This design comes from an exercise in tuning for small area and a short achievable clock period on the open sky130 flow, not from production work. No activity file was given, so power comes from the tool's default toggle rates.

== run A ==
==> module alu, before the edit <==
module alu(
    input  [31:0] a,
    input  [31:0] b,
    input  [3:0]  aluc,
    output [31:0] r,
    output        zero,
    output        carry,
    output        negative,
    output        overflow
    );
    wire op_arith = (aluc[3:2] == 2'b00);             
    wire op_logic = (aluc[3:2] == 2'b01);             
    wire op_lui   = (aluc[3:1] == 3'b100);            
    wire op_slt   = (aluc[3:1] == 3'b101);            
    wire op_left  = (aluc[3:1] == 3'b111);            
    wire op_right = (aluc[3:1] == 3'b110);            
    wire op_sra   = (aluc == 4'b1100);
    wire        inv = ~aluc[2] & (aluc[0] | aluc[3]);
    wire [31:0] bx  = b ^ {32{inv}};
    wire [31:0] p   = a ^ bx;
    wire [31:0] g   = a & bx;
    wire [31:0] g0 = {g[31:1], g[0] | (p[0] & inv)};
    wire [31:0] g1, p1, g2, p2, g3, p3, g4, p4, g5, p5;
    sk_level #(0) u_l0 (.gi(g0), .pi(p),  .go(g1), .po(p1));
    sk_level #(1) u_l1 (.gi(g1), .pi(p1), .go(g2), .po(p2));
    sk_level #(2) u_l2 (.gi(g2), .pi(p2), .go(g3), .po(p3));
    sk_level #(3) u_l3 (.gi(g3), .pi(p3), .go(g4), .po(p4));
    sk_level #(4) u_l4 (.gi(g4), .pi(p4), .go(g5), .po(p5));
    wire [31:0] c    = {g5[30:0], inv};         
    wire [31:0] sum  = p ^ c;
    wire        cout = g5[31];
    wire [31:0] kz = {p[31:1] ~^ (g[30:0] | p[30:0]), p[0] ~^ inv};
    wire sum_zero  = &kz;
    wire lt_u = ~cout;
    wire lt_s = (a[31] ^ b[31]) ? a[31] : sum[31];
    wire lt   = aluc[0] ? lt_s : lt_u;
    wire t_and = op_logic & ~aluc[1];                 
    wire t_xor = op_logic & (aluc[1] ^ aluc[0]);      
    wire t_nor = op_logic & aluc[1] & aluc[0];        
    wire [31:0] lg = ({32{t_and}} & g) | ({32{t_xor}} & p) | ({32{t_nor}} & ~(g | p));
    wire [31:0] brev;
    genvar i;
    generate for (i = 0; i < 32; i = i + 1) begin : g_rev
        assign brev[i] = b[31 - i];
    end endgenerate
    wire        big  = |a[31:5];
    wire        fill = op_sra & b[31];
    wire [31:0] xs   = op_left ? brev : b;
    wire [32:0] y    = $signed({fill, xs, 1'b0}) >>> a[4:0];
    wire [31:0] yr   = y[32:1];
    wire [31:0] yl;
    generate for (i = 0; i < 32; i = i + 1) begin : g_rrev
        assign yl[i] = yr[31 - i];
    end endgenerate
    wire a_is32   = ~|a[31:6] & a[5] & ~|a[4:0];
    wire sh_carry = op_left ? (big ? (a_is32 & b[0]) : y[0]) : (~big & y[1]);
    wire [31:0] other = lg
                      | ({32{op_lui}}   & {b[15:0], 16'b0})
                      | ({32{op_right}} & yr)
                      | ({32{op_left}}  & yl);
    wire kill = big & (op_left | op_right);
    wire [31:0] other_k = (other & {32{~kill}}) | {32{kill & fill}};
    assign r = op_arith ? sum : (other_k | {31'b0, op_slt & lt});
    assign zero = (op_arith | op_slt) ? sum_zero : kill ? ~fill : ~|other;
    assign negative = r[31] | (aluc == 4'b1011 & lt_s);
    assign carry = (aluc == 4'b0000 & cout)
                 | (aluc == 4'b0001 & ~cout)
                 | (aluc == 4'b1010 & lt_u)
                 | ((op_left | op_right) & sh_carry);
    assign overflow = (aluc == 4'b0010 & ((a[31] & b[31]) ^ (a[30] & b[30])))
                    | (aluc == 4'b0011 & (a[31] ^ b[31]) & (sum[31] ^ a[31]));
endmodule
==> flow/config.mk <==
export PLATFORM = sky130hd
export DESIGN_NAME = alu_top
export DESIGN_NICKNAME = alu_top
export VERILOG_FILES = /design/flow/design.v
export SDC_FILE = /design/flow/constraint.sdc
export NUM_CORES = 4
export LEC_CHECK = 0
export ABC_AREA = 1
export CAP_MARGIN = 20
export CORE_MARGIN = 2
export CORE_UTILIZATION = 40
export SETUP_SLACK_MARGIN = 2.5
export SLEW_MARGIN = 20
==> flow/constraint.sdc <==
create_clock -name core_clock -period 6.0 [get_ports {clk}]
set_input_delay 1.2000 -clock core_clock [delete_from_list [all_inputs] [get_ports {clk}]]
set_output_delay 1.2000 -clock core_clock [all_outputs]
set_load 0.01 [all_outputs]
standard.sh (not shown) runs the stock make flow with config.mk's settings and CLKGATE_MAP_FILE= SYNTH_SCRIPT=/design/flow/synth_recipe.tcl, a recipe that flattens the netlist after the stock synthesis.
==> flow/flow/run.sh <==
#!/bin/bash
# Layout flow: the standard synthesis, then the combinational logic is
# mapped again onto the standard cells with a delay-oriented ABC script (the
# registers, their names and cell types are kept as the standard synthesis
# made them), then the standard layout from floorplan to finish with
# buf_1 port buffers.
# Each tool's output goes to a log file of its own in this folder.
set -euo pipefail
here=$(pwd)
res=$here/orfs/results/${FLOW_PLATFORM}/alu_top/base
lib=$FLOW_HOME/platforms/${FLOW_PLATFORM}/lib/sky130_fd_sc_hd__tt_025C_1v80.lib
yosys_bin=$FLOW_HOME/../tools/install/yosys/bin/yosys
[[ -x $yosys_bin ]] || yosys_bin=yosys

# 1. standard synthesis
bash standard.sh synth > "$here/flow_synth.log" 2>&1

# 2. map the combinational logic again
cp "$res/1_2_yosys.v" "$here/standard_synth.v"
dont_use=""
for c in $(sed -n '/^export DONT_USE_CELLS/,/^#/p' "$FLOW_HOME/platforms/${FLOW_PLATFORM}/config.mk" | grep -o 'sky130_fd_sc_hd__[A-Za-z0-9_]*'); do
  dont_use="$dont_use -dont_use $c"
done
cat > "$here/remap.ys" <<EOS
read_liberty -ignore_miss_func $lib
read_verilog $here/standard_synth.v
hierarchy -top $FLOW_TOP
setattr -mod -set keep_hierarchy 1 sky130_fd_sc_hd__dfxtp_1
flatten
opt_clean -purge
abc -script $here/flow/remap.abc -liberty $lib $dont_use
opt_clean -purge
hilomap -singleton -hicell sky130_fd_sc_hd__conb_1 HI -locell sky130_fd_sc_hd__conb_1 LO
splitnets
opt_clean -purge
select $FLOW_TOP
tee -o $here/remap_stat.txt stat -liberty $lib
write_verilog -noattr -nohex -nodec -selected $here/remap.v
EOS
"$yosys_bin" -s "$here/remap.ys" > "$here/remap.log" 2>&1
cp "$here/remap.v" "$res/1_2_yosys.v"
rm -f "$res/1_synth.odb" "$res/1_synth.sdc"

# 3. standard layout on the new netlist
bash standard.sh "BUFFER_PORTS_ARGS=-buffer_cell sky130_fd_sc_hd__buf_1" finish > "$here/flow_finish.log" 2>&1
==> flow/flow/remap.abc <==
strash
 dch -f
 map
 topo
 stime -c
 buffer -c
 upsize -c
 dnsize -c
Input changes introduced in run B (baseline for comparison: run A):
-- flow/design.v --
<<< run A, line 56
    wire        inv = ~aluc[2] & (aluc[0] | aluc[3]);
    wire [31:0] bx  = b ^ {32{inv}};
    wire [31:0] p   = a ^ bx;
    wire [31:0] g   = a & bx;
    wire [31:0] g0 = {g[31:1], g[0] | (p[0] & inv)};
    wire [31:0] g1, p1, g2, p2, g3, p3, g4, p4, g5, p5;
>>> run B, line 56
    wire        inv = ~aluc[2] & (aluc[0] | aluc[3]);
    wire [31:0] bx  = b ^ {32{inv}};
    wire [31:0] xab = a ^ b;
    wire [31:0] p   = xab ^ {32{inv}};
    wire [31:0] g   = inv ? (a & ~b) : (a & b);
    wire [31:0] g0 = {g[31:1], g[0] | (p[0] & inv)};
    wire [31:0] g1, p1, g2, p2, g3, p3, g4, p4, g5, p5;
<<< run A, line 93
    wire a_is32   = ~|a[31:6] & a[5] & ~|a[4:0];
    wire sh_carry = op_left ? (big ? (a_is32 & b[0]) : y[0]) : (~big & y[1]);
    wire [31:0] other = lg
                      | ({32{op_lui}}   & {b[15:0], 16'b0})
                      | ({32{op_right}} & yr)
                      | ({32{op_left}}  & yl);
    wire kill = big & (op_left | op_right);
    wire [31:0] other_k = (other & {32{~kill}}) | {32{kill & fill}};
    assign r = op_arith ? sum : (other_k | {31'b0, op_slt & lt});
    assign zero = (op_arith | op_slt) ? sum_zero : kill ? ~fill : ~|other;
    assign negative = r[31] | (aluc == 4'b1011 & lt_s);
    assign carry = (aluc == 4'b0000 & cout)
>>> run B, line 94
    wire a_is32   = ~|a[31:6] & a[5] & ~|a[4:0];
    wire sh_carry = op_left ? (big ? (a_is32 & b[0]) : y[0]) : (~big & y[1]);
    wire en_right = op_right & ~big;
    wire en_left  = op_left & ~big;
    wire fill_big = fill & big;
    wire [31:0] other = lg
                      | ({32{op_lui}}   & {b[15:0], 16'b0})
                      | ({32{en_right}} & yr)
                      | ({32{en_left}}  & yl)
                      | {32{fill_big}};
    assign r = op_arith ? sum : (other | {31'b0, op_slt & lt});
    assign zero = (op_arith | op_slt) ? sum_zero : ~|other;
    assign negative = r[31] | (aluc == 4'b1011 & lt_s);
    assign carry = (aluc == 4'b0000 & cout)
--- outcome ---
Cell area | run B vs run A | run B larger
When run B is set beside run A, its proportion of power drawn by the clock network turns out to be 1.0 points smaller.
On clock skew, run B does better than run A.
Min met3 track utilization from global routing across run B and run A: run B
Diff run A -> run B | slack of the worst reg-to-reg path | decrease of 180 ps
Slew at the pin with the worst max-slew slack ends up lower on run A.
Run B vs. run A: final critical-path setup slack went down by 180 ps.
Ratio of final minimum period to clock period (run B over run A): increase, 3.0 points
No functional check of the RTL was part of any run of this note.

==> what the ideal ports hide <==
Ports are ideal in the flow. The routed layouts listed here were re-timed in OpenROAD. Step 1 assumes that a clkbuf_16 drives the clock port and a buf_2 every other input. Step 2, shift: input delay + t, output delay - t, t = (earliest + latest rising clock arrival at the registers) / 2. This alone moves slack from input paths to output paths. Slacks: ideal ports / drivers / drivers and shift; pairs: ideal ports / drivers.
run | t, ns | slack for setup (ns) | slew at the worst register clock pin (ns) | worst slew at a driven data input, ns | cell pins on the clock port's net
run A | 0.422 | 2.551 / 2.551 / 2.551 | 0.09 / 0.09 | 0.05 | 1
run B | 0.418 | 2.368 / 2.368 / 2.368 | 0.09 / 0.09 | 0.05 | 1
After both steps every run listed still meets setup and hold.
